Background: an optimization exercise with open tools, aiming at small area. Do not read the settings as production practice. In this exercise RTL edits were held to simulation tests only and were not proved equivalent to the original. No activity file was given, so power comes from the tool's default toggle rates.

==> flow/design.v <==
module vgaout
(
	input clk,
	input rst,       
	input en,        
	input en1,       
	input [31:0] rez1,
	input [31:0] rez2,
	input [15:0] freq,
	input [15:0] elapsed,
	input  [7:0] mark,
	output de,
	output hs,
	output vs,
	output first,    
	output pix,      
	output [1:0] row
);
reg [9:0] c, d;
wire c_wrap = c[9] & c[8] & c[6] & c[5] & c[3];
wire d_wrap = d[9] & d[4] & d[3] & d[2];
wire nextline = (c == 10'd15);
always @(posedge clk)
	if (rst) begin
		c <= 10'd14;
		d <= 10'd15;
	end else if (en) begin
		c <= c_wrap ? 10'd14 : c + 10'd1;
		if (nextline)
			d <= d_wrap ? 10'd15 : d + 10'd1;
	end
assign hs = !(c >= 10'd15 && c <= 10'd76);
assign vs = (d >= 10'd16 && d <= 10'd21);
assign de = (c >= 10'd143 && c <= 10'd862) && (d >= 10'd46 && d <= 10'd525);
assign first = (c == 10'd143);
assign row = d[8:7];
reg [31:0] rv;
wire [1:0] ahead = {1'b0, en1} + {1'b0, en};
wire ld = (c[9:7] == 3'b001) && (c[6:0] != 7'h7f) &&
          !(c[6:0] == 7'h7e && ahead != 2'd0) &&
          !(c[6:0] == 7'h7d && ahead == 2'd2);
wire [31:0] r3 = {elapsed, freq};
wire [31:0] src;
genvar i;
generate
	for (i = 0; i < 32; i = i + 1) begin : g_src
		if (i % 4 == 3) begin : g_m
			assign src[i] = d[8] ? (d[7] ? rez2[i] : rez1[i]) : (d[7] ? r3[i] : mark[i/4]);
		end else begin : g_n
			assign src[i] = d[8] ? (d[7] ? rez2[i] : rez1[i]) : r3[i];
		end
	end
endgenerate
always @(posedge clk)
	if (ld)
		rv <= src;
wire window = c[9] ^ c[8];
wire [2:0] digit = {c[9], c[7:6]};
wire [1:0] x = {c[5], c[4] | c[3]};
wire [2:0] y = {d[6:5], d[4] | d[3]};
reg [3:0] nib;
always @(*)
	case (digit)
	3'd0: nib = rv[31:28];
	3'd1: nib = rv[27:24];
	3'd2: nib = rv[23:20];
	3'd3: nib = rv[19:16];
	3'd4: nib = rv[15:12];
	3'd5: nib = rv[11:8];
	3'd6: nib = rv[7:4];
	default: nib = rv[3:0];
	endcase
wire rezpix;
hexnum digs
(
	.value(nib),
	.x(x),
	.y(y),
	.hide(d[8:7] == 2'b01 && digit == 3'd4),
	.image(rezpix)
);
wire mrow = (d >= 10'd111 && d <= 10'd118);
wire mpix = (x != 2'd3) && mrow && nib[3];
assign pix = window && (d[9:7] == 3'b000 ? mpix : (!d[9] && rezpix));
endmodule
module hexnum
(
	input  [3:0] value,
	input  [1:0] x,
	input  [2:0] y,
	input        hide,
	output image
);
reg [6:0] ss;
reg i;
always @(*) begin
	if(hide) ss = 7'b0000000;
	else
	case (value)   
	4'h0: ss = 7'b0111111;
	4'h1: ss = 7'b0000110;
	4'h2: ss = 7'b1011011;
	4'h3: ss = 7'b1001111;
	4'h4: ss = 7'b1100110;
	4'h5: ss = 7'b1101101;
	4'h6: ss = 7'b1111101;
	4'h7: ss = 7'b0000111;
	4'h8: ss = 7'b1111111;
	4'h9: ss = 7'b1101111;
	4'ha: ss = 7'b1110111;
	4'hb: ss = 7'b1111100;
	4'hc: ss = 7'b0111001;
	4'hd: ss = 7'b1011110;
	4'he: ss = 7'b1111001;
	4'hf: ss = 7'b1110001;
	endcase
end
always @(*) begin
	case (y)
	3'd0: case (x)
				2'd0: i = ss[0]|ss[5];
				2'd1: i = ss[0];
				2'd2: i = ss[0]|ss[1];
				default: i = 1'b0;
			endcase
	3'd1: case (x)
				2'd0: i = ss[5];
				2'd2: i = ss[1];
				default: i = 1'b0;
			endcase
	3'd2: case (x)
				2'd0: i = ss[5]|ss[4];
				2'd1: i = ss[6];
				2'd2: i = ss[1]|ss[2];
				default: i = 1'b0;
			endcase
	3'd3: case (x)
				2'd0: i = ss[4];
				2'd2: i = ss[2];
				default: i = 1'b0;
			endcase
	3'd4: case (x)
				2'd0: i = ss[3]|ss[4];
				2'd1: i = ss[3];
				2'd2: i = ss[3]|ss[2];
				default: i = 1'b0;
			endcase
	default: i = 1'b0;
	endcase
end
assign image = i;
endmodule
module tmds_encoder
(
	input clk,
	input rst,        
	input blank,
	input ff,         
	input f7,         
	output neg        
);
	reg [3:0] dc_bias;
	assign neg = dc_bias[3];
	always @(posedge clk)
		if (rst || blank)
			dc_bias <= 4'd0;
		else if (neg)
			dc_bias <= dc_bias + (ff ? 4'd3 : f7 ? 4'd2 : 4'd5);
		else
			dc_bias <= dc_bias - (f7 ? 4'd3 : 4'd4);
endmodule
module dvi_status
(
	input clk,               
	input rst,               
	input clk_en,            
	input [31:0] rez1,       
	input [31:0] rez2,       
	input [15:0] freq,       
	input [15:0] elapsed,    
	input  [7:0] mark,
	output [9:0] tmds_red,
	output [9:0] tmds_green,
	output [9:0] tmds_blue
);
	reg rst1, rst2, en1, en2;
	always @(posedge clk) begin
		rst1 <= rst;
		rst2 <= rst1;
		en1 <= clk_en;
		en2 <= en1;
	end
	wire de, hs, vs, first, pix;
	wire [1:0] row;
	vgaout showrez
	(
		.clk(clk),
		.rst(rst2),
		.en(en2),
		.en1(en1),
		.rez1(rez1),
		.rez2(rez2),
		.freq(freq),
		.elapsed(elapsed),
		.mark(mark),
		.de(de),
		.hs(hs),
		.vs(vs),
		.first(first),
		.pix(pix),
		.row(row)
	);
	wire r_ff = pix & row[0];
	wire g_ff = pix & ~(row[1] & row[0]);
	wire b_ff = pix & ~row[1] & ~row[0];
	wire b_7f = ~pix & ~first;
	wire blank = ~de;
	wire r_neg, g_neg, b_neg;
	tmds_encoder u21 (.clk(clk), .rst(rst2), .blank(blank), .ff(r_ff), .f7(1'b0), .neg(r_neg));
	tmds_encoder u22 (.clk(clk), .rst(rst2), .blank(blank), .ff(g_ff), .f7(1'b0), .neg(g_neg));
	tmds_encoder u23 (.clk(clk), .rst(rst2), .blank(blank), .ff(b_ff), .f7(b_7f), .neg(b_neg));
	wire k = rst2 | blank;
	assign tmds_red   = {k | (r_ff ^ r_neg), k | ~r_ff,
	                     ~k & r_neg, k | r_neg, ~k & r_neg, k | r_neg,
	                     ~k & r_neg, k | r_neg, ~k & r_neg, ~k & r_neg};
	assign tmds_green = {k | (g_ff ^ g_neg), k | ~g_ff,
	                     ~k & g_neg, k | g_neg, ~k & g_neg, k | g_neg,
	                     ~k & g_neg, k | g_neg, ~k & g_neg, ~k & g_neg};
	wire c0 = ~hs;                       
	wire c1 = ~vs;                       
	wire b_00 = ~b_ff & ~b_7f;
	wire b9 = blank ? ~(c1 ^ c0) : (b_neg ^ ~b_00);
	wire b8 = blank ? ~c0 : b_00;
	wire b7 = blank ? c0 : (b_neg ^ b_7f);
	wire bo = blank ? c0 : b_neg;        
	wire be = blank ? ~c0 : b_neg;       
	assign tmds_blue = {b9 | rst2, b8 | rst2, b7 & ~rst2, be | rst2, bo & ~rst2, be | rst2,
	                    bo & ~rst2, be | rst2, bo & ~rst2, bo & ~rst2};
endmodule
==> flow/run.sh <==
#!/bin/bash
# synth_recipe.tcl (not shown) runs the flow's synth.tcl, then flattens the netlist and writes it again
# the make line also repeats each setting of config.mk as NAME=value (left out here)
make -C /OpenROAD-flow-scripts/flow DESIGN_CONFIG=/design/flow/config.mk WORK_HOME=/design/flow/orfs CLKGATE_MAP_FILE= SYNTH_SCRIPT=/design/flow/synth_recipe.tcl finish
==> flow/config.mk <==
export PLATFORM = sky130hd
export DESIGN_NAME = dvi_status
export DESIGN_NICKNAME = dvi_status
export VERILOG_FILES = /design/flow/design.v
export SDC_FILE = /design/flow/constraint.sdc
export NUM_CORES = 4
export LEC_CHECK = 0
export CAP_MARGIN = 20
export CORE_MARGIN = 2
export CORE_UTILIZATION = 40
export CTS_BUF_LIST = sky130_fd_sc_hd__clkbuf_4
export PLACE_DENSITY = 0.6
export SLEW_MARGIN = 20
==> flow/constraint.sdc <==
create_clock -name core_clock -period 10.0 [get_ports {clk}]
set_input_delay 2.0000 -clock core_clock [delete_from_list [all_inputs] [get_ports {clk}]]
set_output_delay 2.0000 -clock core_clock [all_outputs]
set_load 0.01 [all_outputs]
==> results of run 1 <==
## kinds of logic (layout without fill, tap and decap cells)
kind of cell               count (synthesis)  count (layout)
muxes                                     43              43
and+or+nand+nor                          174             174
xor gates and xnor gates                  21              21
DFF                                       68              68
adders and majority gates                 24              24
AOI/OAI and AO/OA                        118             118
buffers and inverters                     69             175
## registers in the layout, indices dropped and copies added, names as in the netlist
| name | cells |
|---|---|
| u21.dc_bias | 4 |
| en1 | 1 |
| rst1 | 1 |
| rst2 | 1 |
| u23.dc_bias | 4 |
| showrez.rv | 32 |
| en2 | 1 |
| showrez.c | 10 |
| u22.dc_bias | 4 |
| showrez.d | 10 |
## final cells by class
class | instances | area share (%)
clock buffer | 13 | 1.58
clock inverter | 3 | 0.243
inverter | 20 | 1.29
multi-input combinational | 380 | 44.4
sequential | 68 | 27.2
tap | 143 | 2.89
timing repair buffer | 139 | 22.4
## stage by stage
step                hold slack (ns)  utilization (%)  instances
floorplan                     0.310                -        517
global placement              0.318             52.5        750
detailed placement            0.315             52.5        750
CTS                           0.342             53.5        766
global route                  0.354             53.5        766
finish                        0.341             53.5        766
## power breakdown
part | switching [mW] | internal [mW] | leakage [nW]
combinational | 0.0330 | 0.0630 | 1.62
clock | 0.0942 | 0.0612 | 0.0715
sequential | 0.00769 | 0.295 | 0.581
## final timing paths
check                                                from                   endpoint  slack [ns]  cells after the start
worst max-delay path            showrez.c[7]$_SDFFE_PP0P_               tmds_blue[9]        3.21                     13
worst min-delay path                         rst1$_DFF_P_               rst2$_DFF_P_        0.34                      0
worst max register to register  showrez.c[7]$_SDFFE_PP0P_  u23.dc_bias[2]$_SDFF_PP0_        5.58                     14
worst min register to register               rst1$_DFF_P_               rst2$_DFF_P_        0.34                      0
## routing by layer
metal	vias up	global-route usage (%)
met5	-	0
met4	0	5.61
met3	18	5.79
met2	107	33.1
met1	1887	23.0
li1	2059	-
## critical path: cells and delay by family (launching register included)
family / cells / cell delay [ns]
DFF: 1 / 0.91
buffers and inverters: 1 / 0.47
and+or+nand+nor: 3 / 0.38
adders and majority gates: 2 / 0.58
AOI/OAI and AO/OA: 4 / 0.89
muxes: 3 / 1.12
## synth_stat cells (all sizes together), types with 2 or more instances
master / n / area share, %
dfxtp: 36 / 15
nor2: 62 / 4.9
a31oi: 3 / 0.39
nor2b: 4 / 0.52
inv: 19 / 1.5
buf: 29 / 4.3
xor2: 11 / 2.0
or3: 6 / 0.78
nand4: 5 / 0.97
nand3: 26 / 2.8
xnor2: 10 / 1.8
a21oi: 49 / 5.4
o211ai: 10 / 1.8
o311ai: 2 / 0.68
nand2b: 9 / 1.2
mux2i: 31 / 6.5
o21a: 3 / 0.47
o21ai: 15 / 1.6
or2: 3 / 0.39
fa: 3 / 1.3
edfxtp: 32 / 20
clkbuf: 20 / 1.6
and2: 6 / 0.78
nand3b: 4 / 0.63
a211oi: 4 / 0.63
mux2: 2 / 0.63
o22ai: 3 / 0.39
and3: 8 / 1.0
mux4: 10 / 4.9
nand2: 30 / 2.4
ha: 21 / 5.5
o31ai: 3 / 0.47
a21o: 10 / 1.6
nor3: 7 / 0.73
==> flow_summary.yaml, run 1 <==
clocking:
  clock-sinks: 68
  root_buffer: "clkbuf_4"
  cts_buffer_depth: 2
  cts_resized: 0
  cts_tree: "done"
  clk_pin_slew_worst_paths_ns: 0.11
  clk_latency_ns: 0.43
  cts_made_buffers: 9
  ctsHtreeMaxLevel: 3
  cts_setup_buffers: 0
  cts_hold_buffers: 0
route:
  routed-wl-met2_um: 5760
  route.top_layer_used: "met4"
  drt_drc_violations_left: 0
  m1WireLength_um: 5140
  vias: 4071
  wl_um: 11700
  drt-initial-drc-count: 232
  wl_met3_um: 563
  wl_per_cell_um: 15.2
  vias_per_cell: 5.31
  ant_nets: 0
  dr.pass1.iters: 4
floorplanning:
  coreArea_um2: 11600
  placementRows: 39
  io_pins: 137
  dieArea_um2: 12900
  die_x_um: 113
  start_util_pct: 41.4
  die_height_um: 113
final_layout:
  regArea_um2: 1680
  layout_common_cells: "clkdlybuf4s50_1, nor2_1, a21oi_1"
  n_antenna_cell: 0
  syn_to_final_growth_pct: 29.2
  drive_gt1_share_pct: 7.87
  fillers: 1086
  fin_area_um2: 6190
  nets: 749
  multi_input_area_um2: 2750
  final_common_cell: "clkdlybuf4s50_1"
grt:
  overflow: 0
  track_usage_pct: 19.1
  antenna_found_initial: 0
  grt_pass1_wl_um: 19600
  grt_pass1_vias: 4094
  grt_max_degree: 62
worst_setup_path:
  path_cells: "mux4_1 > mux2_4 > ha_1 > o211ai_1 > o2111ai_1 > nor2_1 > o41ai_4 > nand3_1 > a21oi_1 > ha_1 > mux2i_1 > nand2b_1 > clkdlybuf4s50_1"
  cp_common_cell: "ha_1"
  cp-end-kind: "output port"
  max_stage_delay_ns: 0.91
  arrival_ns: 4.79
  path_class: "reg -> out"
  required_ns: 8.00
  cp_slowest_cell: "dfxtp_1"
  cp-start-kind: "flip-flop"
  cp_max_fo: 23
timing:
  slew_headroom_pct: 41.3
  fin_ws_ns: 3.21
  slew_violations: 0
  setup_tns_ns: 0
  worst_pin_slew_ns: 0.879
  min_period_ns: 6.79
  max_freq_mhz: 147
  skew_ns: 0.0108
  hold_viol: 0
  rsz0062_at_grt: "no"
  timing.final.crit_share_pct: 67.9
  finalSetupViolations: 0
place:
  place_ws_ns: 3.70
  place_congestion: 0.910
  hpwl_um: 9120
  io_buffer_count: 136
  place_area_um2: 6080
synth:
  synth-compound-area-share_pct: 17.0
  synth_xor_area_share_pct: 3.84
  synthSimpleGateAreaFrac_pct: 17.9
  synth_cell_type_count: 68
  synth_edf_count: 32
  synthAdderAreaFrac_pct: 6.74
  ys_seq_elements: 68
  yosys_warnings: 4
  synth_nets: 648
  synth_top_family_by_area: "simple AND/OR/NAND/NOR gates"
  synthCells: 517
  synth-main-ff-cell: "dfxtp_1"
  ys_seq_area_share_pct: 35.1
  muxShareOfSynthArea_pct: 12.0
  avgSynthCellArea_um2: 9.27
  async_reset_ff_share_pct: 0
  syn_area_um2: 4790
power:
  p_leak_nw: 2.27
  p_total_uw: 554
  vdd_ir_drop_max_uv: 69.2
  power_density_nw_per_um2: 89.5
status:
  outcome: "timing/DRC/antenna clean"
job:
  cap_violations: 0
min_path:
  hp-class: "reg -> reg"
==> run 2, diff against run 1 <==
--- a/flow/config.mk
+++ b/flow/config.mk
@@ -10,4 +10,6 @@
 export CORE_UTILIZATION = 40
 export CTS_BUF_LIST = sky130_fd_sc_hd__clkbuf_4
+export CTS_CLUSTER_DIAMETER = 200
+export CTS_CLUSTER_SIZE = 40
 export PLACE_DENSITY = 0.6
 export SLEW_MARGIN = 20
==> run 2 against run 1 <==
Highest routed layer unchanged. Synthesized cell count unchanged. Non-clock buffer count unchanged. Largest power group unchanged. Design area unchanged. Critical path type unchanged. Still clean on timing, DRC and antenna. Maximum frequency unchanged. Register-to-register slack about the same. Sequential share of layout area unchanged. Clock-buffer cell count unchanged. Setup slack unchanged.
==> flow_summary.yaml, run 2 <==
status:
  outcome: "timing/DRC/antenna clean"
synth:
  async_reset_ff_share_pct: 0
  yosys_warnings: 4
  synth_common_cells: "nor2_1, a21oi_1, dfxtp_1"
  ys_seq_elements: 68
  synth-main-ff-cell: "dfxtp_1"
  yosysMostFrequentCell: "nor2_1"
  synthCells: 517
  avgSynthCellArea_um2: 9.27
  yosys.area.top_type: "edfxtp_1"
  yosys-top-cells-area: "edfxtp_1, dfxtp_1, mux2i_1"
  synth_cell_type_count: 68
  synth_edf_count: 32
  syn_area_um2: 4790
  yosysTopAreaCellShare_pct: 20.1
  synth_nets: 648
  ys_seq_area_share_pct: 35.1
grt:
  grt_max_degree: 62
  grt_pass1_wl_um: 19600
  track_usage_pct: 19.1
  overflow: 0
  grt_pass1_vias: 4094
  antenna_found_initial: 0
worst_setup_path:
  rrSetupSlack_ns: 5.58
  endpoint: "tmds_blue[9]"
  cp-start-kind: "flip-flop"
  worst-path-stages: 13
  worst_r2r_path_depth: 14
  cp-end-kind: "output port"
  cp_slowest_cell: "dfxtp_1"
  cp_common_cell: "ha_1"
  critPathLaunch: "showrez.c[7]$_SDFFE_PP0P_"
  r2r_start: "showrez.c[7]$_SDFFE_PP0P_"
  required_ns: 8.00
  critical_path.n_buffers_inverters: 1
  cpLargestDelayFamily: "multiplexers"
  arrival_ns: 4.79
  max_stage_delay_ns: 0.91
  path_cells: "mux4_1 > mux2_4 > ha_1 > o211ai_1 > o2111ai_1 > nor2_1 > o41ai_4 > nand3_1 > a21oi_1 > ha_1 > mux2i_1 > nand2b_1 > clkdlybuf4s50_1"
  reg2reg_to: "u23.dc_bias[2]$_SDFF_PP0_"
  cp_max_fo: 23
  path_class: "reg -> out"
floorplanning:
  dieArea_um2: 12900
  coreArea_um2: 11600
  io_pins: 137
  start_util_pct: 41.4
  placementRows: 39
  die_x_um: 113
  die_height_um: 113
clocking:
  cts_tree: "done"
  root_buffer: "clkbuf_4"
  ctsHtreeMaxLevel: 3
  cts_made_buffers: 9
  cts_hold_buffers: 0
  cts_resized: 0
  cts_setup_buffers: 0
  cts_buffer_depth: 2
  clock-sinks: 68
  clk_pin_slew_worst_paths_ns: 0.11
  clk_latency_ns: 0.43
final_layout:
  top_register: "showrez.rv"
  largestRegisters: "showrez.rv x32, showrez.c x10, showrez.d x10"
  multi_input_area_um2: 2750
  drive_gt1_share_pct: 7.87
  syn_to_final_growth_pct: 29.2
  n_antenna_cell: 0
  nets: 749
  regArea_um2: 1680
  layout_common_cells: "clkdlybuf4s50_1, nor2_1, a21oi_1"
  largest_register_ffs: 32
  fin_util_pct: 53.5
  final_common_cell: "clkdlybuf4s50_1"
  fillers: 1086
timing:
  setup_tns_ns: 0
  finalSetupViolations: 0
  slew_violations: 0
  hold_viol: 0
  skew_ns: 0.0108
  timing.final.crit_share_pct: 67.9
  max_freq_mhz: 147
  min_period_ns: 6.79
  worst_pin_slew_ns: 0.879
  rsz0062_at_grt: "no"
  slew_headroom_pct: 41.3
  fin_ws_ns: 3.21
place:
  place_congestion: 0.910
  hpwl_um: 9120
  io_buffer_count: 136
  place_ws_ns: 3.70
route:
  vias_per_cell: 5.31
  wl_per_cell_um: 15.2
  drt_drc_violations_left: 0
  dr.pass1.iters: 4
  drt-initial-drc-count: 232
  vias: 4071
  ant_nets: 0
  wl_um: 11700
power:
  vdd_ir_drop_max_uv: 69.2
  p_total_uw: 554
  power_density_nw_per_um2: 89.5
  p_leak_nw: 2.27
job:
  cap_violations: 0
min_path:
  hp-class: "reg -> reg"
-- run 2: cell counts after synthesis --
No cell type changed its count.
-- run 2: through the flow --
| stage | instance area, um2 | cells | hold WS (ns) |
|---|---|---|---|
| after floorplan | 4790 | 517 | 0.310 |
| final | 6190 | 766 | 0.341 |
| after global placement | 6080 | 750 | 0.318 |
| after CTS | 6190 | 766 | 0.342 |
| after global routing | 6190 | 766 | 0.354 |
| after detailed placement | 6080 | 750 | 0.315 |
-- run 2: cell families (layout without fill, tap and decap cells) --
family / count (synthesis) / count (layout) / share of synthesized area (%)
AOI/OAI and AO/OA: 118 / 118 / 17.0
adders and majority gates: 24 / 24 / 6.74
buffers and inverters: 69 / 175 / 7.50
DFF: 68 / 68 / 35.1
and+or+nand+nor: 174 / 174 / 17.9
muxes: 43 / 43 / 12.0
xor gates and xnor gates: 21 / 21 / 3.84
-- run 2: routing by layer --
layer	vias up	part of all wire, %	GRT usage (%)
li1	2059	-	-
met1	1887	44	23.0
met2	107	49	33.1
met3	18	4.8	5.79
met4	0	1.7	5.61
met5	-	0	0
-- run 2: final cells by class --
| type | count | share of cell area (%) |
|---|---|---|
| Clock inverter | 3 | 0.243 |
| Timing Repair Buffer | 139 | 22.4 |
| Inverter | 20 | 1.29 |
| Multi-Input combinational cell | 380 | 44.4 |
| Clock buffer | 13 | 1.58 |
| Sequential cell | 68 | 27.2 |
| Tap cell | 143 | 2.89 |
-- run 2: report_power, final --
part	total, mW	switching, mW	internal [mW]	leakage (nW)
clock	0.155	0.0942	0.0612	0.0715
combinational	0.0960	0.0330	0.0630	1.62
sequential	0.303	0.00769	0.295	0.581
-- run 2: how the worst min path moves through the flow --
stage,from,to,slack (ns),depth (start not counted)
6_report,rst1$_DFF_P_,rst2$_DFF_P_,0.34,0
5_1_grt,rst1$_DFF_P_,rst2$_DFF_P_,0.35,0
4_1_cts,rst1$_DFF_P_,rst2$_DFF_P_,0.34,0
3_5_place_dp,rst1$_DFF_P_,rst2$_DFF_P_,0.32,0
3_3_place_gp,rst1$_DFF_P_,rst2$_DFF_P_,0.32,0
2_1_floorplan,rst1$_DFF_P_,rst2$_DFF_P_,0.31,0
==> run 3, diff against run 2 <==
--- a/flow/config.mk
+++ b/flow/config.mk
@@ -9,7 +9,5 @@
 export CORE_MARGIN = 2
 export CORE_UTILIZATION = 40
-export CTS_BUF_LIST = sky130_fd_sc_hd__clkbuf_4
-export CTS_CLUSTER_DIAMETER = 200
-export CTS_CLUSTER_SIZE = 40
+export CTS_BUF_LIST = sky130_fd_sc_hd__clkbuf_2 sky130_fd_sc_hd__clkbuf_4 sky130_fd_sc_hd__clkbuf_8
 export PLACE_DENSITY = 0.6
 export SLEW_MARGIN = 20
==> run 3 against run 2 <==
Via count about the same. Clock skew down 0.0015 ns. Die area unchanged. Critical path depth up 3. First-iteration DRC count down 6.5%. Register-to-register slack better by 0.02 ns. Maximum frequency up 1.4%. Power up 8.5%. Combinational power about the same. Sequential share of layout area down 0.25 points. Final cell count unchanged. Setup slack better by 0.093 ns. Still clean on timing, DRC and antenna.
==> flow_summary.yaml, run 3 <==
timing:
  worst_pin_slew_ns: 0.872
  fin_ws_ns: 3.31
  hold_viol: 0
  min_period_ns: 6.69
  setup_tns_ns: 0
  finalSetupViolations: 0
  rsz0062_at_grt: "no"
  slew_headroom_pct: 41.8
  timing.final.crit_share_pct: 66.9
  max_freq_mhz: 149
  skew_ns: 0.00924
  slew_violations: 0
grt:
  track_usage_pct: 19.2
  overflow: 0
  antenna_found_initial: 0
  grt_pass1_vias: 4100
  grt_pass1_wl_um: 19600
  grt_max_degree: 62
floorplanning:
  die_x_um: 113
  coreArea_um2: 11600
  io_pins: 137
  start_util_pct: 41.4
  dieArea_um2: 12900
  die_height_um: 113
  placementRows: 39
route:
  vias: 4072
  dr.pass1.iters: 4
  drt_drc_violations_left: 0
  wl_um: 11700
  wl_per_cell_um: 15.2
  drt-initial-drc-count: 217
  ant_nets: 0
  vias_per_cell: 5.32
synth:
  async_reset_ff_share_pct: 0
  synthCells: 517
  syn_area_um2: 4790
  yosysTopAreaCellShare_pct: 20.1
  yosys-top-cells-area: "edfxtp_1, dfxtp_1, mux2i_1"
  yosys.area.top_type: "edfxtp_1"
  avgSynthCellArea_um2: 9.27
  synth_cell_type_count: 68
  yosys_warnings: 4
  yosysMostFrequentCell: "nor2_1"
  synth_nets: 648
  synth-main-ff-cell: "dfxtp_1"
  synth_edf_count: 32
  synth_common_cells: "nor2_1, a21oi_1, dfxtp_1"
  ys_seq_area_share_pct: 35.1
  ys_seq_elements: 68
worst_setup_path:
  path_class: "reg -> out"
  worst_r2r_path_depth: 18
  cpLargestDelayFamily: "compound AO/OA/AOI/OAI gates"
  required_ns: 8.00
  cp-end-kind: "output port"
  cp_slowest_cell: "dfxtp_1"
  rrSetupSlack_ns: 5.60
  r2r_start: "showrez.c[9]$_SDFFE_PP0P_"
  reg2reg_to: "u23.dc_bias[2]$_SDFF_PP0_"
  cp-start-kind: "flip-flop"
  cp_common_cell: "ha_1"
  path_cells: "mux2_4 > a22o_1 > o21bai_2 > and2_1 > inv_2 > ha_1 > o211ai_1 > o2111ai_1 > nor2_1 > o41ai_4 > nand3_1 > a21oi_1 > ha_1 > mux2i_1 > nand2b_1 > clkdlybuf4s50_1"
  critPathLaunch: "showrez.c[9]$_SDFFE_PP0P_"
  cp_max_fo: 19
  critical_path.n_buffers_inverters: 2
  arrival_ns: 4.69
  worst-path-stages: 16
  endpoint: "tmds_blue[9]"
  max_stage_delay_ns: 0.77
clocking:
  root_buffer: "clkbuf_8"
  clk_pin_slew_worst_paths_ns: 0.07
  cts_setup_buffers: 0
  cts_resized: 0
  cts_made_buffers: 9
  ctsHtreeMaxLevel: 3
  cts_hold_buffers: 0
  clk_latency_ns: 0.37
  cts_buffer_depth: 2
  cts_tree: "done"
  clock-sinks: 68
final_layout:
  largest_register_ffs: 32
  final_common_cell: "clkdlybuf4s50_1"
  nets: 749
  syn_to_final_growth_pct: 30.4
  n_antenna_cell: 0
  fillers: 1084
  largestRegisters: "showrez.rv x32, showrez.c x10, showrez.d x10"
  drive_gt1_share_pct: 7.87
  layout_common_cells: "clkdlybuf4s50_1, nor2_1, a21oi_1"
  top_register: "showrez.rv"
min_path:
  hp-class: "reg -> reg"
status:
  outcome: "timing/DRC/antenna clean"
place:
  hpwl_um: 9120
  place_congestion: 0.910
  place_ws_ns: 3.70
  io_buffer_count: 136
power:
  vdd_ir_drop_max_uv: 55.7
  p_leak_nw: 2.29
  power_density_nw_per_um2: 96.2
job:
  cap_violations: 0
[run 3: logic make-up after synthesis]
logic type | synth area share [%]
simple gates | 17.9
compound gates | 17.0
buf+inv | 7.50
flops | 35.1
mux | 12.0
fa+ha+maj | 6.74
xor+xnor | 3.84
[run 3: area by class of cell]
type	instances	area, um2	share of cell area [%]
tap	143	179	2.86
clock inverter	3	15.0	0.240
sequential	68	1680	27.0
clock buffer	13	154	2.46
inverter	20	80.1	1.28
multi-input combinational	380	2750	44.0
timing repair buffer	139	1380	22.2
[run 3: power breakdown]
part | leakage (nW) | total, mW | switching, mW | internal, mW
Combinational | 1.62 | 0.0959 | 0.0328 | 0.0630
Clock | 0.0948 | 0.202 | 0.103 | 0.0998
Sequential | 0.581 | 0.303 | 0.00758 | 0.295
[run 3: per-stage QoR]
stage	instance area (um2)	instances	utilization [%]	power (mW)	hold WS [ns]
2_1_floorplan	4790	517	-	0.349	0.310
3_3_place_gp	6080	750	52.5	0.404	0.318
3_5_place_dp	6080	750	52.5	0.405	0.315
4_1_cts	6250	766	54.0	0.608	0.334
5_1_grt	6250	766	54.0	0.632	0.347
6_report	6250	766	54.0	0.601	0.332
[run 3: per-layer routing]
| metal | up-vias | part of all wire (%) | track usage (%) |
|---|---|---|---|
| met5 | - | 0 | 0 |
| li1 | 2060 | - | - |
| met2 | 112 | 50 | 32.8 |
| met3 | 20 | 5.3 | 5.31 |
| met4 | 0 | 2.2 | 6.83 |
| met1 | 1880 | 43 | 23.2 |
[run 3: worst min-delay path by stage]
| stage | cells past startpoint | to | startpoint |
|---|---|---|---|
| global route | 0 | rst2$_DFF_P_ | rst1$_DFF_P_ |
| CTS | 0 | rst2$_DFF_P_ | rst1$_DFF_P_ |
| detailed placement | 0 | rst2$_DFF_P_ | rst1$_DFF_P_ |
| floorplan | 0 | rst2$_DFF_P_ | rst1$_DFF_P_ |
| finish | 0 | rst2$_DFF_P_ | rst1$_DFF_P_ |
| global placement | 0 | rst2$_DFF_P_ | rst1$_DFF_P_ |
==> run 4, diff against run 3 <==
--- a/flow/config.mk
+++ b/flow/config.mk
@@ -9,5 +9,4 @@
 export CORE_MARGIN = 2
 export CORE_UTILIZATION = 40
-export CTS_BUF_LIST = sky130_fd_sc_hd__clkbuf_2 sky130_fd_sc_hd__clkbuf_4 sky130_fd_sc_hd__clkbuf_8
 export PLACE_DENSITY = 0.6
 export SLEW_MARGIN = 20
==> run 4 against run 3 <==
Clock power rose by 37%. Sequential share of layout area fell by 0.37 points. Still clean. Combinational power barely moved. Critical endpoint unchanged. Wire length fell by 0.15%.
==> flow_summary.yaml, run 4 <==
status:
  outcome: "timing/DRC/antenna clean"
grt:
  track_usage_pct: 19.1
  grt_max_degree: 62
  grt_pass1_wl_um: 19600
  grt_pass1_vias: 4096
  antenna_found_initial: 0
  overflow: 0
min_path:
  min-delay-start: "rst1$_DFF_P_"
  worst_hold_path.endpoint: "rst2$_DFF_P_"
  hp-class: "reg -> reg"
  worstHoldPathCells: 0
final_layout:
  layout_common_cells: "clkdlybuf4s50_1, nor2_1, a21oi_1"
  top_register: "showrez.rv"
  final_common_cell: "clkdlybuf4s50_1"
  nets: 749
  largestRegisters: "showrez.rv x32, showrez.c x10, showrez.d x10"
  n_antenna_cell: 0
  drive_gt1_share_pct: 7.22
  syn_to_final_growth_pct: 32.2
  largest_register_ffs: 32
timing:
  hold_viol: 0
  slew_violations: 0
  max_freq_mhz: 150
  finalSetupViolations: 0
  timing.final.crit_share_pct: 66.6
  worst_pin_slew_ns: 0.862
  skew_ns: 0.00739
  rsz0062_at_grt: "no"
  min_period_ns: 6.66
  fin_ws_ns: 3.34
  slew_headroom_pct: 42.4
  setup_tns_ns: 0
floorplanning:
  io_pins: 137
  placementRows: 39
  coreArea_um2: 11600
  dieArea_um2: 12900
  start_util_pct: 41.4
  die_height_um: 113
  die_x_um: 113
synth:
  yosys_warnings: 4
  syn_area_um2: 4790
  async_reset_ff_share_pct: 0
  ys_seq_elements: 68
  synth_nets: 648
  synth-main-ff-cell: "dfxtp_1"
  ys_seq_area_share_pct: 35.1
  avgSynthCellArea_um2: 9.27
  yosys.area.top_type: "edfxtp_1"
  yosysMostFrequentCell: "nor2_1"
  synthCells: 517
  yosys-top-cells-area: "edfxtp_1, dfxtp_1, mux2i_1"
  synth_common_cells: "nor2_1, a21oi_1, dfxtp_1"
  synth_cell_type_count: 68
  yosysTopAreaCellShare_pct: 20.1
  synth_edf_count: 32
worst_setup_path:
  max_stage_delay_ns: 0.88
  cp-end-kind: "output port"
  cp_slowest_cell: "dfxtp_1"
  reg2reg_to: "u23.dc_bias[2]$_SDFF_PP0_"
  worst_r2r_path_depth: 14
  path_cells: "mux4_1 > mux2_4 > ha_1 > o211ai_1 > o2111ai_1 > nor2_1 > o41ai_4 > nand3_1 > a21oi_1 > ha_1 > mux2i_1 > nand2b_1 > clkdlybuf4s50_1"
  cp_max_fo: 23
  cpLargestDelayFamily: "multiplexers"
  rrSetupSlack_ns: 5.61
  cp-start-kind: "flip-flop"
  path_class: "reg -> out"
  r2r_start: "showrez.c[7]$_SDFFE_PP0P_"
  critical_path.n_buffers_inverters: 1
  required_ns: 8.00
  cp_common_cell: "ha_1"
  arrival_ns: 4.66
clocking:
  cts_buffer_depth: 2
  clk_pin_slew_worst_paths_ns: 0.05
  clock-sinks: 68
  clk_latency_ns: 0.34
  cts_setup_buffers: 0
  ctsHtreeMaxLevel: 3
  cts_hold_buffers: 0
  cts_made_buffers: 9
  cts_resized: 0
  cts_tree: "done"
  root_buffer: "clkbuf_16"
power:
  p_leak_nw: 2.33
  seqPwrFrac_pct: 44.9
  power_density_nw_per_um2: 107
  clock_power_share_pct: 41.0
  p_sw_share_pct: 22.4
  p_int_uw: 525
  switchingPower_uw: 151
  vdd_ir_drop_max_uv: 68.0
  p_comb_share_pct: 14.2
route:
  dr.pass1.iters: 4
  vias: 4045
  wl_um: 11600
  drt-initial-drc-count: 239
  wl_per_cell_um: 15.2
  ant_nets: 0
  vias_per_cell: 5.28
  drt_drc_violations_left: 0
place:
  io_buffer_count: 136
  place_congestion: 0.910
  hpwl_um: 9120
  place_ws_ns: 3.70
job:
  cap_violations: 0
run 4: cell counts after synthesis:
Identical to the previous run, type by type.
run 4: layer usage:
metal / share of wire, % / vias to the layer above / global-route usage [%] / wire (um)
met3: 5.1 / 17 / 5.79 / 595
met1: 43 / 1860 / 23.0 / 5030
li1: - / 2060 / - / -
met4: 1.7 / 0 / 5.85 / 201
met5: 0 / - / 0 / 0
met2: 50 / 108 / 33.0 / 5810
run 4: cells by family (layout without fill, tap and decap cells):
kind of cell / count (synthesis) / in the layout / share of synthesized area [%]
flip-flops: 68 / 68 / 35.1
XOR/XNOR: 21 / 21 / 3.84
AND/OR/NAND/NOR: 174 / 174 / 17.9
AO/OA/AOI/OAI: 118 / 118 / 17.0
adder cells (fa/ha/maj): 24 / 24 / 6.74
multiplexers: 43 / 43 / 12.0
buffers and inverters: 69 / 175 / 7.50
run 4: final cells by class:
type,instances,area [um2]
multi-input combinational,380,2750
timing repair buffer,139,1380
sequential,68,1680
clock inverter,3,15.0
tap,143,179
clock buffer,13,240
fill,1072,5230
inverter,20,80.1
run 4: metrics by stage:
step                      instances  power [mW]  hold slack, ns  utilization, %  area [um2]
final                           766       0.676           0.327            54.8        6330
after floorplan                 517       0.349           0.310               -        4790
after detailed placement        750       0.405           0.315            52.5        6080
after global routing            766       0.709           0.342            54.8        6330
after CTS                       766       0.686           0.330            54.8        6330
after global placement          750       0.404           0.318            52.5        6080
run 4: how the worst max path moves through the flow:
stage / cells past startpoint / startpoint / slack, ns / end
after global placement: 16 / showrez.c[9]$_SDFFE_PP0P_ / 3.79 / tmds_blue[9]
after floorplan: 17 / showrez.c[9]$_SDFFE_PP0P_ / 4.85 / tmds_blue[9]
after global routing: 16 / showrez.c[6]$_SDFFE_PP0P_ / 2.88 / tmds_blue[9]
final: 13 / showrez.c[7]$_SDFFE_PP0P_ / 3.34 / tmds_blue[9]
after detailed placement: 13 / showrez.c[7]$_SDFFE_PP0P_ / 3.70 / tmds_blue[9]
after CTS: 13 / showrez.c[7]$_SDFFE_PP0P_ / 3.32 / tmds_blue[9]
run 4: power groups by stage:
| stage | logic [mW] | clock network, mW | registers, mW |
|---|---|---|---|
| 6_report | 0.0960 | 0.277 | 0.303 |
| 5_1_grt | 0.106 | 0.300 | 0.304 |
| 4_1_cts | 0.0969 | 0.286 | 0.303 |
| 3_5_place_dp | 0.0966 | 0 | 0.309 |
| 3_3_place_gp | 0.0955 | 0 | 0.309 |
| 2_1_floorplan | 0.0443 | 0 | 0.305 |
==> run 5, diff against run 4 <==
--- a/flow/config.mk
+++ b/flow/config.mk
@@ -9,4 +9,7 @@
 export CORE_MARGIN = 2
 export CORE_UTILIZATION = 40
+export CTS_BUF_LIST = sky130_fd_sc_hd__clkbuf_8
+export CTS_CLUSTER_DIAMETER = 500
+export CTS_CLUSTER_SIZE = 100
 export PLACE_DENSITY = 0.6
 export SLEW_MARGIN = 20
==> run 5 against run 4 <==
Final cell count stayed put. Sequential share of layout area is 0.43 points higher. Non-clock buffer count stayed put. Highest routed layer unchanged. Clock-buffer cell count is 4 lower. Synthesized area stayed put. Via count is 1.0% higher. Design area is 1.6% lower.
==> flow_summary.yaml, run 5 <==
status:
  outcome: "timing/DRC/antenna clean"
power:
  p_total_uw: 584
  clock_power_share_pct: 31.8
  p_leak_nw: 2.30
  p_int_uw: 443
  switchingPower_uw: 141
  seqPwrFrac_pct: 51.8
  vdd_ir_drop_max_uv: 55.4
  p_sw_share_pct: 24.2
  p_comb_share_pct: 16.4
  power_density_nw_per_um2: 93.8
timing:
  max_freq_mhz: 149
  finalSetupViolations: 0
  min_period_ns: 6.71
  slew_headroom_pct: 41.7
  fin_ws_ns: 3.29
  holdWs_ns: 0.332
  skew_ns: 0.00857
  worst_pin_slew_ns: 0.873
  hold_viol: 0
  rsz0062_at_grt: "no"
  setup_tns_ns: 0
  slew_violations: 0
  timing.final.crit_share_pct: 67.1
synth:
  synth_cell_type_count: 68
  async_reset_ff_share_pct: 0
  syn_area_um2: 4790
  yosys_warnings: 4
  synthCells: 517
  yosysTopAreaCellShare_pct: 20.1
  yosys-top-cells-area: "edfxtp_1, dfxtp_1, mux2i_1"
  yosys.area.top_type: "edfxtp_1"
  ys_seq_elements: 68
  yosysMostFrequentCell: "nor2_1"
  ys_seq_area_share_pct: 35.1
  synth-main-ff-cell: "dfxtp_1"
  avgSynthCellArea_um2: 9.27
  synth_common_cells: "nor2_1, a21oi_1, dfxtp_1"
  synth_nets: 648
  synth_edf_count: 32
final_layout:
  fillers: 1088
  syn_to_final_growth_pct: 30.1
  largest_register_ffs: 32
  final_cell_count_no_fill: 766
  nets: 749
  largestRegisters: "showrez.rv x32, showrez.c x10, showrez.d x10"
  fin_area_um2: 6230
  fin_util_pct: 53.9
  top_register: "showrez.rv"
  layout_common_cells: "clkdlybuf4s50_1, nor2_1, a21oi_1"
  n_antenna_cell: 0
  drive_gt1_share_pct: 7.22
  final_common_cell: "clkdlybuf4s50_1"
floorplanning:
  dieArea_um2: 12900
  io_pins: 137
  die_x_um: 113
  coreArea_um2: 11600
  start_util_pct: 41.4
  placementRows: 39
  die_height_um: 113
clocking:
  cts_hold_buffers: 0
  ctsHtreeMaxLevel: 3
  root_buffer: "clkbuf_8"
  cts_resized: 0
  clk_pin_slew_worst_paths_ns: 0.07
  cts_tree: "done"
  clock-sinks: 68
  cts_buffer_depth: 2
  clk_latency_ns: 0.36
  cts_made_buffers: 9
  cts_setup_buffers: 0
route:
  vias: 4087
  drt-initial-drc-count: 237
  drt_drc_violations_left: 0
  wl_per_cell_um: 15.2
  wl_um: 11700
  vias_per_cell: 5.34
  ant_nets: 0
  dr.pass1.iters: 4
place:
  io_buffer_count: 136
  place_ws_ns: 3.70
  dp_cells: 750
  hpwl_um: 9120
  place_congestion: 0.910
  place_area_um2: 6080
worst_setup_path:
  cp-start-kind: "flip-flop"
  cp_max_fo: 19
  cp-end-kind: "output port"
  arrival_ns: 4.71
  path_class: "reg -> out"
  required_ns: 8.00
grt:
  grt_pass1_wl_um: 19600
  met2_usage_pct: 32.9
  grt_busiest_layer: "met2"
  grt_max_degree: 62
  track_usage_pct: 19.1
  overflow: 0
  grt.met3_usage_pct: 5.31
  grt_pass1_vias: 4099
  antenna_found_initial: 0
  use_met1_pct: 23.2
job:
  cap_violations: 0
min_path:
  hp-class: "reg -> reg"
run 5: cells by family after synthesis:
logic type / after synthesis / synth area share [%]
AND/OR/NAND/NOR: 174 / 17.9
adder cells (fa/ha/maj): 24 / 6.74
buffers and inverters: 69 / 7.50
AO/OA/AOI/OAI: 118 / 17.0
XOR/XNOR: 21 / 3.84
flip-flops: 68 / 35.1
multiplexers: 43 / 12.0
run 5: per-layer routing:
layer | vias to the layer above | routed length, um
li1 | 2054 | -
met1 | 1886 | 4990
met2 | 128 | 5850
met3 | 19 | 630
met4 | 0 | 202
met5 | - | 0
run 5: layout make-up:
class | instances | area (um2) | area share (%)
clock buffers | 9 | 124 | 1.99
flip-flops and latches | 68 | 1680 | 27.0
clock inverters | 7 | 30.0 | 0.482
well taps | 143 | 179 | 2.87
multi-input cells | 380 | 2750 | 44.1
inverters | 20 | 80.1 | 1.29
repair buffers | 139 | 1380 | 22.2
run 5: critical path, cell delays in order (launching register included):
cell and delay, ns:
dfxtp_1 0.77, mux2_4 0.35, a22o_1 0.23, o21bai_2 0.13
and2_1 0.30, inv_2 0.11, ha_1 0.28, o211ai_1 0.08
o2111ai_1 0.17, nor2_1 0.13, o41ai_4 0.38, nand3_1 0.18
a21oi_1 0.27, ha_1 0.29, mux2i_1 0.14, nand2b_1 0.07
clkdlybuf4s50_1 0.47
run 5: path summary, 6_finish.rpt:
path / cells past startpoint / slack (ns) / from / to
min: 0 / 0.33 / rst1$_DFF_P_ / rst2$_DFF_P_
min reg2reg: 0 / 0.33 / rst1$_DFF_P_ / rst2$_DFF_P_
max reg2reg: 17 / 5.58 / showrez.c[9]$_SDFFE_PP0P_ / u23.dc_bias[2]$_SDFF_PP0_
max: 16 / 3.29 / showrez.c[9]$_SDFFE_PP0P_ / tmds_blue[9]
run 5: power groups by stage:
stage	clock network, mW	logic [mW]	registers, mW
floorplan	0	0.0443	0.305
global route	0.208	0.106	0.303
global placement	0	0.0955	0.309
finish	0.186	0.0959	0.303
CTS	0.194	0.0969	0.303
detailed placement	0	0.0966	0.309
==> run 6, diff against run 5 <==
--- a/flow/design.v
+++ b/flow/design.v
@@ -21,13 +21,12 @@
 wire d_wrap = d[9] & d[4] & d[3] & d[2];
 wire nextline = (c == 10'd15);
-always @(posedge clk)
-	if (rst) begin
-		c <= 10'd14;
-		d <= 10'd15;
-	end else if (en) begin
-		c <= c_wrap ? 10'd14 : c + 10'd1;
-		if (nextline)
-			d <= d_wrap ? 10'd15 : d + 10'd1;
-	end
+wire c_load = rst | (en & c_wrap);
+wire d_load = rst | (en & nextline & d_wrap);
+wire [9:0] c_inc = c + {9'd0, en};
+wire [9:0] d_inc = d + {9'd0, en & nextline};
+always @(posedge clk) begin
+	c <= c_load ? 10'd14 : c_inc;
+	d <= d_load ? 10'd15 : d_inc;
+end
 assign hs = !(c >= 10'd15 && c <= 10'd76);
 assign vs = (d >= 10'd16 && d <= 10'd21);
@@ -216,8 +215,10 @@
 	wire b_7f = ~pix & ~first;
 	wire blank = ~de;
-	wire r_neg, g_neg, b_neg;
-	tmds_encoder u21 (.clk(clk), .rst(rst2), .blank(blank), .ff(r_ff), .f7(1'b0), .neg(r_neg));
-	tmds_encoder u22 (.clk(clk), .rst(rst2), .blank(blank), .ff(g_ff), .f7(1'b0), .neg(g_neg));
+	wire p_neg, z_neg, b_neg;
+	tmds_encoder u21 (.clk(clk), .rst(rst2), .blank(blank), .ff(pix),  .f7(1'b0), .neg(p_neg));
+	tmds_encoder u22 (.clk(clk), .rst(rst2), .blank(blank), .ff(1'b0), .f7(1'b0), .neg(z_neg));
 	tmds_encoder u23 (.clk(clk), .rst(rst2), .blank(blank), .ff(b_ff), .f7(b_7f), .neg(b_neg));
+	wire r_neg = row[0] ? p_neg : z_neg;
+	wire g_neg = (row[1] & row[0]) ? z_neg : p_neg;
 	wire k = rst2 | blank;
 	assign tmds_red   = {k | (r_ff ^ r_neg), k | ~r_ff,
--- a/flow/config.mk
+++ b/flow/config.mk
@@ -9,7 +9,5 @@
 export CORE_MARGIN = 2
 export CORE_UTILIZATION = 40
-export CTS_BUF_LIST = sky130_fd_sc_hd__clkbuf_8
-export CTS_CLUSTER_DIAMETER = 500
-export CTS_CLUSTER_SIZE = 100
+export CTS_BUF_LIST = sky130_fd_sc_hd__clkbuf_4
 export PLACE_DENSITY = 0.6
 export SLEW_MARGIN = 20
==> run 6 against run 5 <==
Synthesized area fell by 6.6%. Final cell count is 5.0% lower. Power shrank 7.0%. Global-route usage decreased by 0.29 points. Non-clock buffer count unchanged. Critical path depth is 1 lower. Via count decreased by 4.6%. First-iteration DRC count is 0.42% lower. Combinational power shrank 4.8%. Critical path type unchanged. Largest power group unchanged. Clock-buffer cell count did not move. Clock skew is 0.0093 ns higher.
==> flow_summary.yaml, run 6 <==
worst_setup_path:
  max_stage_delay_ns: 0.87
  cp-end-kind: "output port"
  cpLargestDelayFamily: "compound AO/OA/AOI/OAI gates"
  cp_max_fo: 20
  cp-start-kind: "flip-flop"
  cp_slowest_cell: "dfxtp_1"
  arrival_ns: 4.77
  path_class: "reg -> out"
  required_ns: 8.00
  worst_r2r_path_depth: 17
  critical_path.n_buffers_inverters: 2
  reg2reg_to: "u23.dc_bias[1]$_SDFF_PN0_"
  rrSetupSlack_ns: 5.42
  path_cells: "mux2i_1 > o311ai_1 > o22ai_1 > inv_1 > ha_1 > o21bai_1 > a31oi_1 > a31oi_1 > o32ai_1 > o31ai_2 > a21boi_0 > ha_1 > o21ai_0 > nand2b_1 > clkdlybuf4s50_1"
  r2r_start: "showrez.c[6]$_SDFF_PP0_"
grt:
  track_usage_pct: 18.8
  grt_pass1_vias: 3741
  grt_max_degree: 63
  grt_pass1_wl_um: 17800
  antenna_found_initial: 1
  overflow: 0
clocking:
  root_buffer: "clkbuf_4"
  cts_setup_buffers: 0
  cts_tree: "done"
  cts_buffer_depth: 2
  ctsHtreeMaxLevel: 3
  clk_pin_slew_worst_paths_ns: 0.11
  cts_hold_buffers: 0
  clock-sinks: 68
  clk_latency_ns: 0.41
  cts_resized: 0
  cts_made_buffers: 9
job:
  cap_violations: 0
synth:
  synth_top_family_by_area: "simple AND/OR/NAND/NOR gates"
  async_reset_ff_share_pct: 0
  synth_cell_type_count: 69
  synth-compound-area-share_pct: 16.5
  synth_xor_area_share_pct: 4.50
  synth-main-ff-cell: "dfxtp_1"
  synth_common_cells: "nor2_1, dfxtp_1, a21oi_1"
  ys_seq_area_share_pct: 37.6
  yosys.area.top_type: "edfxtp_1"
  yosys-top-cells-area: "edfxtp_1, dfxtp_1, mux2i_1"
  ys_seq_elements: 68
  synthAdderAreaFrac_pct: 5.17
  synth_nets: 604
  yosysTopAreaCellShare_pct: 21.5
  synth_edf_count: 32
  synthSimpleGateAreaFrac_pct: 16.7
  avgSynthCellArea_um2: 9.33
  syn_area_um2: 4480
  yosys_warnings: 4
  synthCells: 480
  yosysMostFrequentCell: "nor2_1"
  muxShareOfSynthArea_pct: 12.2
power:
  vdd_ir_drop_max_uv: 55.6
  p_leak_nw: 2.04
  power_density_nw_per_um2: 91.8
  p_sw_share_pct: 25.0
  p_int_uw: 408
  p_comb_share_pct: 16.8
  seqPwrFrac_pct: 55.9
  clock_power_share_pct: 27.3
  switchingPower_uw: 136
timing:
  min_period_ns: 6.77
  rsz0062_at_grt: "no"
  hold_viol: 0
  setup_tns_ns: 0
  slew_headroom_pct: 45.2
  max_freq_mhz: 148
  worst_pin_slew_ns: 0.821
  skew_ns: 0.0179
  slew_violations: 0
  finalSetupViolations: 0
  timing.final.crit_share_pct: 67.7
route:
  drt-initial-drc-count: 236
  dr.pass1.iters: 4
  wl_um: 10800
  drt_drc_violations_left: 0
  wl_per_cell_um: 14.8
  vias_per_cell: 5.35
  vias: 3898
  ant_nets: 0
min_path:
  hp-class: "reg -> reg"
  worst_hold_path.endpoint: "rst2$_DFF_P_"
  worstHoldPathCells: 0
  min-delay-start: "rst1$_DFF_P_"
floorplanning:
  io_pins: 137
  coreArea_um2: 10900
  placementRows: 38
  die_height_um: 110
  die_x_um: 110
  start_util_pct: 41.1
  dieArea_um2: 12100
final_layout:
  fin_area_um2: 5920
  drive_gt1_share_pct: 8.52
  largestRegisters: "showrez.rv x32, showrez.c x10, showrez.d x10"
  syn_to_final_growth_pct: 32.3
  final_common_cell: "clkdlybuf4s50_1"
  nets: 706
  layout_common_cells: "clkdlybuf4s50_1, nor2_1, a21oi_1"
  top_register: "showrez.rv"
  largest_register_ffs: 32
status:
  outcome: "timing/DRC/antenna clean"
place:
  place_area_um2: 5780
  place_congestion: 0.958
  io_buffer_count: 136
  hpwl_um: 8200
==> run 6: cell types whose count changed in the layout (fill, tap and decap cells not counted), moves of 6 or more <==
cell and delta:
a21o_1 -8, a21oi_1 -13, clkbuf_4 +9, clkbuf_8 -9, inv_1 -6, nand2_1 -7
nand3_1 -7, xnor2_1 +6
==> run 6: power by group through the flow <==
stage                     clock (mW)  sequential, mW  combinational (mW)
after CTS                      0.156           0.304              0.0923
after global routing           0.168           0.305               0.100
after global placement             0           0.310              0.0907
final                          0.148           0.304              0.0913
after detailed placement           0           0.310              0.0921
after floorplan                    0           0.304              0.0422
==> run 6: worst max path at each step <==
stage | start | to | slack (ns) | depth (start not counted)
global placement | showrez.c[6]$_SDFF_PP0_ | tmds_blue[9] | 3.86 | 15
detailed placement | showrez.c[6]$_SDFF_PP0_ | tmds_blue[9] | 3.73 | 15
floorplan | showrez.c[9]$_SDFF_PP0_ | tmds_blue[9] | 5.00 | 16
global route | showrez.c[6]$_SDFF_PP0_ | tmds_blue[9] | 2.80 | 15
CTS | showrez.c[6]$_SDFF_PP0_ | tmds_blue[9] | 3.26 | 15
finish | showrez.c[6]$_SDFF_PP0_ | tmds_blue[9] | 3.23 | 15
==> run 6: routing by layer <==
layer / track usage, % / part of all wire [%]
met1: 23.1 / 43
met2: 32.6 / 50
met3: 3.97 / 5.9
met4: 6.51 / 1.5
met5: 0 / 0
==> run 6: area by class of cell <==
type                       count  area, um2
fill                         999       4970
antenna                        1       2.50
sequential                    68       1680
inverter                      17       63.8
multi-input combinational    347       2480
clock inverter                 7       42.5
timing repair buffer         139       1400
tap                          140        175
clock buffer                   9       67.6
==> run 6: kinds of logic after synthesis <==
family / Yosys count
buffers and inverters: 65
muxes: 43
and+or+nand+nor: 157
xor gates and xnor gates: 23
adders and majority gates: 18
AOI/OAI and AO/OA: 106
DFF: 68
==> run 6: stage by stage <==
step | utilization (%) | hold slack (ns) | std cells | power (mW) | setup slack, ns
5_1_grt | 54.4 | 0.348 | 728 | 0.574 | 2.80
2_1_floorplan | - | 0.310 | 480 | 0.346 | 5.00
6_report | 54.4 | 0.338 | 728 | 0.543 | 3.23
3_3_place_gp | 53.1 | 0.314 | 710 | 0.400 | 3.86
3_5_place_dp | 53.1 | 0.317 | 710 | 0.402 | 3.73
4_1_cts | 54.1 | 0.343 | 726 | 0.552 | 3.26
==> run 7, diff against run 6 <==
==> flow/flow/run.sh (new file) <==
#!/bin/bash
# Layout flow: the standard layout (standard.sh), with three changes:
#  - ports are buffered with the smallest buffer (buf_1) instead of the
#    resizer's default pick;
#  - right after floorplan, each combinational cell is set to the smallest
#    cell of the same function (repair_design sizes up again where needed);
#  - clock tree built from clkbuf_4 without dummy loads.
# Each step's full tool output goes to orfs/logs (ORFS's own logs); make's
# output goes to standard.log in this folder.
set -euo pipefail
here=$(cd "$(dirname "$0")" && pwd)
export BUFFER_PORTS_ARGS="-buffer_cell sky130_fd_sc_hd__buf_1"
export POST_FLOORPLAN_TCL="$here/downsize.tcl"
bash standard.sh > standard.log 2>&1
==> flow/flow/downsize.tcl (new file) <==
# Set every combinational cell to the smallest-area cell of the same
# function (same base name, other drive strength). Registers, clock cells,
# tie cells and physical cells are left as they are.
set n 0
foreach inst [get_cells *] {
  set master [get_property $inst ref_name]
  if {![regexp {^(sky130_fd_sc_hd__([a-z0-9]+))_([0-9]+)$} $master -> base short size]} { continue }
  if {[regexp {^(df|edf|sdf|sedf|dl|clk|conb|tap|fill|decap|diode|lpflow|probe)} $short]} { continue }
  set best ""
  set best_area 1e9
  foreach lc [get_lib_cells -quiet "*/${base}_*"] {
    set name [get_name $lc]
    if {![regexp "^${base}_\[0-9\]+\$" $name]} { continue }
    if {[get_property $lc is_dont_use]} { continue }
    set a [get_property $lc area]
    if {$a < $best_area} { set best_area $a; set best $lc }
  }
  if {$best ne "" && [get_name $best] ne $master} {
    replace_cell $inst $best
    incr n
  }
}
puts "downsize: replaced $n cells"
==> flow/standard.sh (new file) <==
#!/bin/bash
# synth_recipe.tcl (not shown) runs the flow's synth.tcl, then flattens the netlist and writes it again
# the make line also repeats each setting of config.mk as NAME=value (left out here)
make -C /OpenROAD-flow-scripts/flow DESIGN_CONFIG=/design/flow/config.mk WORK_HOME=/design/flow/orfs CLKGATE_MAP_FILE= SYNTH_SCRIPT=/design/flow/synth_recipe.tcl "${@:-finish}"
removed: flow/run.sh
==> run 7 against run 6 <==
Synthesized cell count did not move. Synthesized area did not move. The run now fails in 2_1_floorplan.
==> flow_summary.yaml, run 7 <==
floorplanning:
  start_util_pct: 41.1
  placementRows: 38
  die_height_um: 110
  die_x_um: 110
synth:
  yosysMostFrequentCell: "nor2_1"
  yosys-top-cells-area: "edfxtp_1, dfxtp_1, mux2i_1"
  syn_area_um2: 4480
  synth_cell_type_count: 69
  synth_common_cells: "nor2_1, dfxtp_1, a21oi_1"
  synthCells: 480
  yosys_warnings: 4
  synth_nets: 604
  avgSynthCellArea_um2: 9.33
  yosys.area.top_type: "edfxtp_1"
  ys_seq_area_share_pct: 37.6
  synth_edf_count: 32
  yosysTopAreaCellShare_pct: 21.5
  ys_seq_elements: 68
  synth-main-ff-cell: "dfxtp_1"
  async_reset_ff_share_pct: 0
status:
  error: "Error: floorplan.tcl, 161 liberty_cell objects do not have a is_dont_use property."
  stop_stage: "2_1_floorplan"
  outcome: "did not finish"
[run 7: cell counts after synthesis]
No cell type changed its count.
[run 7: logic make-up after synthesis]
| group | Yosys count | synth area share (%) |
|---|---|---|
| XOR/XNOR | 23 | 4.50 |
| flip-flops | 68 | 37.6 |
| AND/OR/NAND/NOR | 157 | 16.7 |
| buffers and inverters | 65 | 7.41 |
| adder cells (fa/ha/maj) | 18 | 5.17 |
| AO/OA/AOI/OAI | 106 | 16.5 |
| multiplexers | 43 | 12.2 |
==> run 8, diff against run 7 <==
--- a/flow/flow/downsize.tcl
+++ b/flow/flow/downsize.tcl
@@ -12,5 +12,8 @@
     set name [get_name $lc]
     if {![regexp "^${base}_\[0-9\]+\$" $name]} { continue }
-    if {[get_property $lc is_dont_use]} { continue }
+    if {[get_property $lc dont_use]} { continue }
+    set skip 0
+    foreach pat $::env(DONT_USE_CELLS) { if {[string match $pat $name]} { set skip 1 } }
+    if {$skip} { continue }
     set a [get_property $lc area]
     if {$a < $best_area} { set best_area $a; set best $lc }
--- a/flow/config.mk
+++ b/flow/config.mk
@@ -9,5 +9,5 @@
 export CORE_MARGIN = 2
 export CORE_UTILIZATION = 40
-export CTS_BUF_LIST = sky130_fd_sc_hd__clkbuf_4
+export CTS_BUF_LIST = sky130_fd_sc_hd__clkbuf_4 sky130_fd_sc_hd__clkbuf_8
 export PLACE_DENSITY = 0.6
 export SLEW_MARGIN = 20
==> run 8 against run 7 <==
Now clean on timing, DRC and antenna. Synthesized area unchanged. Synthesized cell count unchanged.
==> flow_summary.yaml, run 8 <==
status:
  outcome: "timing/DRC/antenna clean"
final_layout:
  fin_util_pct: 47.0
  final_cell_count_no_fill: 727
  largest_register_ffs: 32
  multi_input_area_um2: 2430
  n_antenna_cell: 0
  drive_gt1_share_pct: 5.28
  regArea_um2: 1680
  nets: 706
  top_register: "showrez.rv"
  final_common_cell: "buf_1"
  syn_to_final_growth_pct: 14.3
  fillers: 1030
  largestRegisters: "showrez.rv x32, showrez.c x10, showrez.d x10"
  layout_common_cells: "buf_1, nor2_1, a21oi_1"
route:
  vias: 3799
  ant_nets: 0
  drt-initial-drc-count: 187
  wl_per_cell_um: 13.6
  drt_drc_violations_left: 0
  dr.pass1.iters: 4
  wl_um: 9910
  vias_per_cell: 5.23
timing:
  setup_tns_ns: 0
  skew_ns: 0.00950
  slew_violations: 0
  timing.final.crit_share_pct: 65.9
  slew_headroom_pct: 39.8
  hold_viol: 0
  max_freq_mhz: 152
  worst_pin_slew_ns: 0.903
  min_period_ns: 6.59
  rsz0062_at_grt: "no"
  finalSetupViolations: 0
  holdWs_ns: 0.333
synth:
  yosys.area.top_type: "edfxtp_1"
  synth_edf_count: 32
  yosys_warnings: 4
  yosysMostFrequentCell: "nor2_1"
  syn_area_um2: 4480
  synthCells: 480
  avgSynthCellArea_um2: 9.33
  synth_cell_type_count: 69
  synth_common_cells: "nor2_1, dfxtp_1, a21oi_1"
  async_reset_ff_share_pct: 0
  synth-main-ff-cell: "dfxtp_1"
  ys_seq_area_share_pct: 37.6
  ys_seq_elements: 68
  yosysTopAreaCellShare_pct: 21.5
  synth_nets: 604
  yosys-top-cells-area: "edfxtp_1, dfxtp_1, mux2i_1"
worst_setup_path:
  required_ns: 8.00
  r2r_start: "showrez.c[7]$_SDFF_PP0_"
  cp_max_fo: 23
  reg2reg_to: "u23.dc_bias[2]$_SDFF_PN0_"
  cp-start-kind: "flip-flop"
  cp-end-kind: "output port"
  arrival_ns: 4.59
  worst_r2r_path_depth: 18
  rrSetupSlack_ns: 5.03
  critPathLaunch: "showrez.c[7]$_SDFF_PP0_"
  path_class: "reg -> out"
  endpoint: "tmds_blue[7]"
power:
  vdd_ir_drop_max_uv: 61.9
  power_density_nw_per_um2: 117
  p_leak_nw: 1.68
place:
  dp_cells: 710
  io_buffer_count: 136
  place_congestion: 0.832
  hpwl_um: 7530
clocking:
  cts_hold_buffers: 0
  cts_made_buffers: 9
  root_buffer: "clkbuf_8"
  clk_pin_slew_worst_paths_ns: 0.09
  cts_buffer_depth: 2
  clk_latency_ns: 0.35
  ctsHtreeMaxLevel: 3
  cts_resized: 0
  cts_tree: "done"
  clock-sinks: 68
  cts_setup_buffers: 0
grt:
  overflow: 0
  antenna_found_initial: 0
  grt_max_degree: 62
  grt_pass1_vias: 3531
  grt_pass1_wl_um: 16400
  track_usage_pct: 17.2
floorplanning:
  start_util_pct: 41.1
  die_height_um: 110
  dieArea_um2: 12100
  io_pins: 137
  placementRows: 38
  coreArea_um2: 10900
  die_x_um: 110
min_path:
  hp-class: "reg -> reg"
job:
  cap_violations: 0
run 8: cell counts after synthesis:
No cell type changed its count.
run 8: metrics by stage:
| stage | power [mW] | setup slack (ns) | cell area, um2 |
|---|---|---|---|
| finish | 0.597 | 3.41 | 5120 |
| CTS | 0.604 | 3.42 | 5090 |
| global route | 0.626 | 2.87 | 5120 |
| floorplan | 0.346 | 5.00 | 4480 |
| global placement | 0.368 | 3.98 | 4880 |
| detailed placement | 0.369 | 3.82 | 4880 |
run 8: power breakdown:
group / leakage, nW / switching (mW) / internal [mW]
clock network: 0.0984 / 0.115 / 0.119
registers: 0.581 / 0.00835 / 0.295
logic: 1.00 / 0.0294 / 0.0296
run 8: cell type report:
cell class	instances	area share, %
inverter	17	1.25
sequential	68	32.9
timing repair buffer	139	10.8
multi-input combinational	347	47.6
clock buffer	9	2.42
tap	140	3.42
clock inverter	7	1.61
run 8: routing by layer:
metal | vias up | global-route usage, % | routed length, um
met5 | - | 0 | 0
met4 | 0 | 4.25 | 88
met3 | 7 | 3.62 | 389
met2 | 86 | 28.9 | 4970
met1 | 1768 | 22.5 | 4470
li1 | 1938 | - | -
run 8: worst min path at each step:
stage            startpoint      endpoint  depth (start not counted)  slack [ns]
4_1_cts        rst1$_DFF_P_  rst2$_DFF_P_                          0        0.34
2_1_floorplan  rst1$_DFF_P_  rst2$_DFF_P_                          0        0.31
5_1_grt        rst1$_DFF_P_  rst2$_DFF_P_                          0        0.35
3_3_place_gp   rst1$_DFF_P_  rst2$_DFF_P_                          0        0.32
6_report       rst1$_DFF_P_  rst2$_DFF_P_                          0        0.33
3_5_place_dp   rst1$_DFF_P_  rst2$_DFF_P_                          0        0.31
run 8: cells by family (layout without fill, tap and decap cells):
kind of cell             Yosys count  count (layout)  share of synthesized area (%)
flip-flops                        68              68                           37.6
adder cells (fa/ha/maj)           18              18                           5.17
AO/OA/AOI/OAI                    106             106                           16.5
multiplexers                      43              43                           12.2
buffers and inverters             65             172                           7.41
AND/OR/NAND/NOR                  157             157                           16.7
XOR/XNOR                          23              23                           4.50
run 8: critical path, stage by stage (launching register included):
cell	delay, ns
dfxtp_1	0.86
mux4_2	0.36
nor2_1	0.04
a211oi_1	0.46
inv_1	0.24
ha_1	0.27
o21ai_0	0.07
o211ai_1	0.11
a22oi_1	0.31
a311oi_1	0.14
o31ai_1	0.38
nand2_1	0.32
o21a_1	0.28
o31a_1	0.28
buf_1	0.12

-- what the ideal ports hide --
The results above use ideal ports. As a check the final layouts listed here were re-extracted and re-timed, cells and wires unchanged. Step 1: set_driving_cell puts a clkbuf_16 on clk and a buf_2 on each other input, an assumption about the parent block. Step 2 times the ports against the registers' clock, not the clock port: input delays grow and output delays shrink by t, the midpoint of the rising clock arrivals with the driver on. a / b / c = no drivers / after step 1 / after step 2; a / b = the first two.
run	t (ns)	setup slack, ns	hold slack, ns	clock arrival spread, ns
run 1	0.464	3.212 / 3.179 / 3.642	0.341 / 0.341 / 0.341	0.011 / 0.011
run 2	0.464	3.212 / 3.179 / 3.642	0.341 / 0.341 / 0.341	0.011 / 0.011
run 3	0.404	3.306 / 3.269 / 3.674	0.332 / 0.332 / 0.332	0.010 / 0.009
run 4	0.374	3.340 / 3.300 / 3.674	0.327 / 0.327 / 0.327	0.007 / 0.008
run 5	0.395	3.286 / 3.250 / 3.644	0.332 / 0.332 / 0.332	0.009 / 0.009
run 6	0.436	3.233 / 3.199 / 3.635	0.338 / 0.338 / 0.338	0.018 / 0.018
run 8	0.379	3.410 / 3.377 / 3.756	0.333 / 0.333 / 0.333	0.010 / 0.010
After both steps setup and hold are still met in every run listed.
